This is an optimization exercise on Yosys and OpenROAD, whose aim is small area, not a production implementation.
In this exercise RTL edits were held to simulation tests only and were not proved equivalent to the original.
Power is estimated from default activity; no workload was simulated.

## axi_lite_slave
module axi_lite_slave #(
    parameter ADDR_WIDTH = 4,
    parameter DATA_WIDTH = 32,
    parameter CLK_FREQ_HZ = 100_000_000,
    parameter NUM_LEDS = 4
) (
    input  wire                     S_AXI_ACLK,
    input  wire                     S_AXI_ARESETN,
    input  wire [ADDR_WIDTH-1:0]    S_AXI_AWADDR,
    input  wire [2:0]               S_AXI_AWPROT,
    input  wire                     S_AXI_AWVALID,
    output wire                     S_AXI_AWREADY,
    input  wire [DATA_WIDTH-1:0]    S_AXI_WDATA,
    input  wire [DATA_WIDTH/8-1:0]  S_AXI_WSTRB,
    input  wire                     S_AXI_WVALID,
    output wire                     S_AXI_WREADY,
    output wire [1:0]               S_AXI_BRESP,
    output wire                     S_AXI_BVALID,
    input  wire                     S_AXI_BREADY,
    input  wire [ADDR_WIDTH-1:0]    S_AXI_ARADDR,
    input  wire [2:0]               S_AXI_ARPROT,
    input  wire                     S_AXI_ARVALID,
    output wire                     S_AXI_ARREADY,
    output wire [DATA_WIDTH-1:0]    S_AXI_RDATA,
    output wire [1:0]               S_AXI_RRESP,
    output wire                     S_AXI_RVALID,
    input  wire                     S_AXI_RREADY,
    output wire [NUM_LEDS-1:0]      LED,
    output wire [6:0]               SEG_CATHODE,
    output wire [3:0]               SEG_ANODE,
    output wire                     IRQ_OUT,
    input  wire                     EXT_IRQ_IN
);
    wire clk   = S_AXI_ACLK;
    wire rst_n = S_AXI_ARESETN;
    reg        awready_r, wready_r, bvalid_r, both_r;
    reg        wr_c1, wr_c2;           
    reg [1:0]  wr_addr;                
    reg [31:0] wr_data;
  ...
Size: ~740 cells after synthesis, roughly 220 flip-flops.
clock: 10.0 ns
lec_check: 0
abc_area: 1
cap_margin: 20
core_margin: 2
core_utilization: 70
slew_margin: 20
standard.sh (not shown) runs the stock make flow with config.mk's settings and CLKGATE_MAP_FILE= SYNTH_SCRIPT=/design/flow/synth_recipe.tcl, a recipe that flattens the netlist after the stock synthesis.
==> flow/flow/run.sh <==
#!/bin/bash
# Layout flow: the standard ORFS flow (standard.sh) with changes that
# only affect combinational mapping and buffering; the registers, their
# names and their cell types are those of the standard synthesis.
#  * Synthesis: ABC maps with an area-oriented script (abc_area.script in
#    this folder) instead of ORFS's, and Yosys's half/full-adder extraction
#    is skipped (ADDER_MAP_FILE empty), so ABC maps that logic too.  ORFS's
#    scripts are copied to ./scripts with only abc_area.script replaced.
#  * Every input and output port gets its own sky130_fd_sc_hd__buf_1.
#  * Clock tree synthesis: clkbuf_8 buffers, up to 16 sinks per leaf
#    cluster, no dummy loads.
# The make output goes to orfs_flow.log here; ORFS keeps each step's log
# under orfs/logs/.
set -euo pipefail
W=$(pwd)
HERE=$(cd "$(dirname "$0")" && pwd)
rm -rf "$W/scripts"
cp -r "$FLOW_HOME/scripts" "$W/scripts"
cp "$HERE/abc_area.script" "$W/scripts/abc_area.script"
bash standard.sh \
  "SCRIPTS_DIR=$W/scripts" \
  "ADDER_MAP_FILE=" \
  "BUFFER_PORTS_ARGS=-buffer_cell sky130_fd_sc_hd__buf_1" \
  "CTS_ARGS=-sink_clustering_enable -repair_clock_nets -dont_use_dummy_load -buf_list sky130_fd_sc_hd__clkbuf_8 -sink_clustering_size 16 -sink_clustering_max_diameter 50" \
  finish > "$W/orfs_flow.log" 2>&1
==> flow/flow/abc_area.script <==
strash
dch -f
amap -m -F 4 -A 6
topo
Next try:
--- a/flow/design.v
+++ b/flow/design.v
@@ -72,32 +72,27 @@
     assign S_AXI_WREADY  = wready_r;
     assign S_AXI_BVALID  = bvalid_r;
     assign S_AXI_BRESP   = 2'b00;
     reg  [31:0] reg_led, reg_seg, reg_rsv;
     wire [3:0]  be_led = wr_strb & {4{wr_c2 & (wr_addr == 2'd0)}};
     wire [3:0]  be_seg = wr_strb & {4{wr_c2 & (wr_addr == 2'd1)}};
     wire [3:0]  be_rsv = wr_strb & {4{wr_c2 & (wr_addr == 2'd3)}};
-    function [31:0] merge(input [31:0] cur, input [31:0] upd, input [3:0] be);
+    function [31:0] upd(input [31:0] cur, input [31:0] nd, input [3:0] be, input rn);
         integer i;
         begin
             for (i = 0; i < 4; i = i + 1)
-                merge[8*i +: 8] = be[i] ? upd[8*i +: 8] : cur[8*i +: 8];
+                upd[8*i +: 8] = (nd[8*i +: 8] & {8{be[i] & rn}}) |
+                                (cur[8*i +: 8] & {8{~be[i] & rn}});
         end
     endfunction
-    wire [31:0] seg_next = merge(reg_seg, wr_data, be_seg);
-    always @(posedge clk) begin
-        if (!rst_n) begin
-            reg_led <= 32'h0;
-            reg_seg <= 32'h0;
-            reg_rsv <= 32'h0;
-        end else begin
-            reg_led <= merge(reg_led, wr_data, be_led);
-            reg_seg <= seg_next;
-            reg_rsv <= merge(reg_rsv, wr_data, be_rsv);
-        end
+    wire [31:0] seg_next = upd(reg_seg, wr_data, be_seg, rst_n);
+    always @(posedge clk) begin
+        reg_led <= upd(reg_led, wr_data, be_led, rst_n);
+        reg_seg <= seg_next;
+        reg_rsv <= upd(reg_rsv, wr_data, be_rsv, rst_n);
     end
     reg  irq_status, irq_status_d;
     wire irq_pulse;
     wire irq_clr = wr_c1 & (wr_addr == 2'd2) & wr_strb[0] & wr_data[0];
     always @(posedge clk) begin
         if (!rst_n)
             irq_status <= 1'b0;
@@ -124,28 +119,23 @@
             rd_p2     <= rd_p1;
             rvalid_r  <= rd_p2 | (rvalid_r & ~S_AXI_RREADY);
         end
     end
     always @(posedge clk) begin
         if (r_idle & S_AXI_ARVALID) rd_addr <= S_AXI_ARADDR[3:2];
     end
-    reg [31:0] rd_sel;
-    always @(*) begin
-        case (rd_addr)
-            2'd0:    rd_sel = reg_led;
-            2'd1:    rd_sel = reg_seg;
-            2'd2:    rd_sel = {31'h0, irq_status_d};
-            default: rd_sel = reg_rsv;
-        endcase
-    end
-    always @(posedge clk) begin
-        if (!rst_n)
-            rdata_r <= 32'h0;
-        else if (rd_p2)
-            rdata_r <= rd_sel;
+    wire rd_ld   = rd_p2 & rst_n;
+    wire rd_keep = ~rd_p2 & rst_n;
+    wire [31:0] rd_s0 = {32{rd_ld & (rd_addr == 2'd0)}};
+    wire [31:0] rd_s1 = {32{rd_ld & (rd_addr == 2'd1)}};
+    wire        rd_s2 = rd_ld & (rd_addr == 2'd2);
+    wire [31:0] rd_s3 = {32{rd_ld & (rd_addr == 2'd3)}};
+    always @(posedge clk) begin
+        rdata_r <= (rd_s0 & reg_led) | (rd_s1 & reg_seg) | (rd_s3 & reg_rsv) |
+                   {31'h0, rd_s2 & irq_status_d} | ({32{rd_keep}} & rdata_r);
     end
     assign S_AXI_ARREADY = arready_r;
     assign S_AXI_RVALID  = rvalid_r;
     assign S_AXI_RDATA   = rdata_r;
     assign S_AXI_RRESP   = 2'b00;
     assign LED = reg_led[NUM_LEDS-1:0];
     localparam [20:0] DB_INV = 21'h155555;
Die area fell by 1.5%.
Final area came out lower by 1.3%.
Maximum frequency is lower by 13%.
Clock skew increases by 0.0097 ns.
Sequential share of layout area rises by 0.75 points.
Total power went down by 0.87%.
Hold slack got worse by 0.022 ns.
Routed wire length falls by about 10%.
Sequential power fell by about 1%.
Non-clock buffer count shrinks by 2.
Setup slack degrades by 0.87 ns.
Clock power increases by about 2%.

==> re-timing with driven ports <==
Ports are ideal in the flow. The routed layouts listed here were re-timed in OpenROAD.
Step 1: set_driving_cell puts a clkbuf_16 on S_AXI_ACLK and a buf_2 on each other input, an assumption about the parent block.
Step 2 adds t to the input delays and takes it off the output delays; t is the mean of the earliest and latest rising clock arrival at the registers after step 1. Input paths then give back, and output paths get back, about the clock's delay inside the block.
Three values: no drivers, after step 1, after step 2; two values: the first two.
run | shift t [ns] | setup slack, ns | hold WS [ns] | clock arrival spread, ns | cell pins on the clock port's net
the first run | 0.516 | 3.960 / 3.926 / 4.442 | 0.373 / 0.373 / 0.373 | 0.017 / 0.017 | 1
the second run | 0.520 | 3.093 / 3.067 / 3.067 | 0.351 / 0.351 / 0.351 | 0.030 / 0.030 | 1
After both steps setup and hold are still met in every run listed. For the second run, which loses most, drivers alone change the setup slack by -0.026 ns; drivers and shift together by -0.026 ns.
